This design comes from an exercise in tuning for small area, a short achievable clock period and few clock cycles per item on the open sky130 flow, not from production work. Where RTL was checked, it was by simulation tests only, not by an equivalence proof against the original. Power figures rest on the tool's default switching activity, not on a simulated workload.

==> module sha1_block, before the edit <==
module sha1_block (
    input wire clk,
    input wire rst,
    input wire start,
    input wire [159:0] context_in,
    input wire [511:0] block,
    output wire done,
    output wire [159:0] context_out);
reg [31:0] a, b, c;       
reg [511:0] win;         
reg [31:0] s;            
reg [31:0] pw;           
reg [31:0] yz;           
reg [6:0] cnt;           
reg [3:0] gk;            
reg [2:0] gf;            
reg busy;
reg f1, f2, f81, f82, f83;   
reg done_r;
assign done = done_r;
assign context_out = {b, rotl2(c), pw, s, a};
wire [31:0] h0 = context_in[159:128];
wire [31:0] h1 = context_in[127:96];
wire [31:0] h2 = context_in[95:64];
wire [31:0] h3 = context_in[63:32];
wire [31:0] h4 = context_in[31:0];
function [31:0] rotl5(input [31:0] x); rotl5 = {x[26:0], x[31:27]}; endfunction
function [31:0] rotr2(input [31:0] x); rotr2 = {x[1:0], x[31:2]}; endfunction
function [31:0] rotl2(input [31:0] x); rotl2 = {x[29:0], x[31:30]}; endfunction
function [31:0] rotl1(input [31:0] x); rotl1 = {x[30:0], x[31]}; endfunction
function [31:0] kconst(input [3:0] g);
    kconst = ({32{g[0]}} & 32'h5A827999) | ({32{g[1]}} & 32'h6ED9EBA1) |
             ({32{g[2]}} & 32'h8F1BBCDC) | ({32{g[3]}} & 32'hCA62C1D6);
endfunction
wire [31:0] wx = rotl1(win[95:64] ^ win[255:224] ^ win[447:416] ^ win[511:480]);
wire [31:0] wb = block[511 - 32*cnt[3:0] -: 32];
wire [31:0] wh = (cnt[1:0] == 2'd0) ? h4 : (cnt[1:0] == 2'd1) ? h3 : h2;
wire [31:0] wn = start ? block[511:480] : (cnt < 7'd16) ? wb : (cnt >= 7'd80) ? wh : wx;
wire [31:0] wq1 = win[31:0];                
wire [31:0] y = rotr2(b), z = c;
wire [31:0] fp = ({32{gf[0]}} & y) | ({32{gf[1]}} & ~yz) | ({32{gf[2]}} & (y | z));
wire [31:0] fq = ({32{gf[0]}} & z) | ({32{gf[1]}} & yz) | ({32{gf[2]}} & (y & z));
wire [31:0] f = (a & fp) | (~a & fq);      
wire [31:0] a_n = rotl5(a) + s;
wire [31:0] s_n = f + pw;
wire [31:0] pw_n = c + kconst(gk) + wq1;
wire [31:0] hb = {32{f82 | f83}} & yz;
always @(posedge clk) begin
    if (rst) begin
        busy <= 1'b0;
        done_r <= 1'b0;
    end else begin
        done_r <= busy && f83;
        if (start) busy <= 1'b1;
        else if (f83) busy <= 1'b0;
    end
    if (start) cnt <= 7'd1;
    else cnt <= cnt + 7'd1;
    f1 <= start;
    f2 <= f1;
    f81 <= busy && !start && (cnt == 7'd80);
    f82 <= busy && !start && (cnt == 7'd81);
    f83 <= busy && !start && (cnt == 7'd82);
    if (start || cnt < 7'd20) gk <= 4'b0001;
    else if (cnt < 7'd40) gk <= 4'b0010;
    else if (cnt < 7'd60) gk <= 4'b0100;
    else if (cnt < 7'd80) gk <= 4'b1000;
    else gk <= 4'b0000;
    gf <= (f81 || f82) ? 3'b000 : {gk[2], gk[1] | gk[3], gk[0]};
    win <= {win[479:0], wn};
    s <= s_n;
    pw <= pw_n;
    yz <= f81 ? h1 : f82 ? h0 : rotr2(a) ^ rotr2(b);
    if (start) begin
        a <= rotl2(h2);
        b <= rotl2(h3);
        c <= h4;
    end else begin
        a <= f1 ? h1 : f2 ? h0 : f83 ? s : a_n;
        b <= a + hb;
        c <= rotr2(b);
    end
end
endmodule
clock: 6.0 ns
lec_check: 0
cap_margin: 20
core_margin: 2
core_utilization: 50
place_density: 0.65
setup_slack_margin: 2.3
slew_margin: 20
standard.sh (not shown) runs the stock make flow with config.mk's settings and CLKGATE_MAP_FILE= SYNTH_SCRIPT=/design/flow/synth_recipe.tcl, a recipe that flattens the netlist after the stock synthesis.
==> flow/flow/run.sh <==
#!/bin/bash
# The standard ORFS layout (standard.sh), except that the buffers ORFS puts on
# every input and output port are the smallest buffer cell instead of the
# resizer's default choice.
set -euo pipefail
bash standard.sh BUFFER_PORTS_ARGS="-buffer_cell sky130_fd_sc_hd__buf_1" finish > flow_make.log 2>&1
Testbench counts at the start, summed over its fixed seeds: cycles 43,520, blocks 512.
Edit:
--- a/flow/design.v
+++ b/flow/design.v
@@ -13,5 +13,5 @@
 reg [31:0] yz;           
 reg [6:0] cnt;           
-reg [3:0] gk;            
+reg [2:0] gk;            
 reg [2:0] gf;            
 reg busy;
@@ -29,7 +29,12 @@
 function [31:0] rotl2(input [31:0] x); rotl2 = {x[29:0], x[31:30]}; endfunction
 function [31:0] rotl1(input [31:0] x); rotl1 = {x[30:0], x[31]}; endfunction
-function [31:0] kconst(input [3:0] g);
-    kconst = ({32{g[0]}} & 32'h5A827999) | ({32{g[1]}} & 32'h6ED9EBA1) |
-             ({32{g[2]}} & 32'h8F1BBCDC) | ({32{g[3]}} & 32'hCA62C1D6);
+function [31:0] kconst(input [2:0] g);
+    case (g)
+        3'd0: kconst = 32'h5A827999;
+        3'd1: kconst = 32'h6ED9EBA1;
+        3'd2: kconst = 32'h8F1BBCDC;
+        3'd3: kconst = 32'hCA62C1D6;
+        default: kconst = 32'd0;
+    endcase
 endfunction
 wire [31:0] wx = rotl1(win[95:64] ^ win[255:224] ^ win[447:416] ^ win[511:480]);
@@ -45,5 +50,5 @@
 wire [31:0] s_n = f + pw;
 wire [31:0] pw_n = c + kconst(gk) + wq1;
-wire [31:0] hb = {32{f82 | f83}} & yz;
+wire [31:0] hb = ({32{f82}} & h1) | ({32{f83}} & h0);
 always @(posedge clk) begin
     if (rst) begin
@@ -62,14 +67,16 @@
     f82 <= busy && !start && (cnt == 7'd81);
     f83 <= busy && !start && (cnt == 7'd82);
-    if (start || cnt < 7'd20) gk <= 4'b0001;
-    else if (cnt < 7'd40) gk <= 4'b0010;
-    else if (cnt < 7'd60) gk <= 4'b0100;
-    else if (cnt < 7'd80) gk <= 4'b1000;
-    else gk <= 4'b0000;
-    gf <= (f81 || f82) ? 3'b000 : {gk[2], gk[1] | gk[3], gk[0]};
+    if (start || cnt < 7'd20) gk <= 3'd0;
+    else if (cnt < 7'd40) gk <= 3'd1;
+    else if (cnt < 7'd60) gk <= 3'd2;
+    else if (cnt < 7'd80) gk <= 3'd3;
+    else gk <= 3'd4;
+    gf <= (f81 || f82) ? 3'b000 :
+          (gk == 3'd0) ? 3'b001 :
+          (gk == 3'd2) ? 3'b100 : 3'b010;
     win <= {win[479:0], wn};
     s <= s_n;
     pw <= pw_n;
-    yz <= f81 ? h1 : f82 ? h0 : rotr2(a) ^ rotr2(b);
+    yz <= rotr2(a) ^ rotr2(b);
     if (start) begin
         a <= rotl2(h2);
Outcome: The new run completed without violations. Die area drops by about 1.4%. Cell count is lower by about 2.4%. Register-to-register slack is worse by 0.10 ns. Via count falls by about 1.5%. Final area decreases by 0.57%. Power went down by about 0.6%. Global-route usage hardly moves. Clock skew drops by 0.021 ns. First-iteration DRC count grows by about 5.4%. Non-clock buffer count rose by 11.
The RTL of the second run of this note was laid out without a check of its function.

[port drivers added, routing unchanged]
No port has a modelled driver above. Below, the same layouts with a new extraction and two added sets of constraints. Step 1 sets driving cells, clkbuf_16 on the clock port and buf_2 on the other inputs (assumed; they add their load-dependent delay and slew). Step 2, shift: input delay + t, output delay - t, t = (earliest + latest rising clock arrival at the registers) / 2. This alone moves slack from input paths to output paths. Three values: ideal ports, drivers, drivers and shift; two values: the first two.
run	shift t [ns]	setup WS [ns]	worst setup path after step 2	worst slew at a driven data input, ns	cell pins on the clock port's net
the first run	0.683	2.381 / 2.381 / 2.381	register to register	0.36	1
the second run	0.681	2.258 / 2.276 / 1.620	input to register	0.29	1
After both steps setup and hold are still met in every run listed. The setup slack of the second run, which loses most, moves by +0.018 ns with the drivers and by -0.638 ns with both steps.
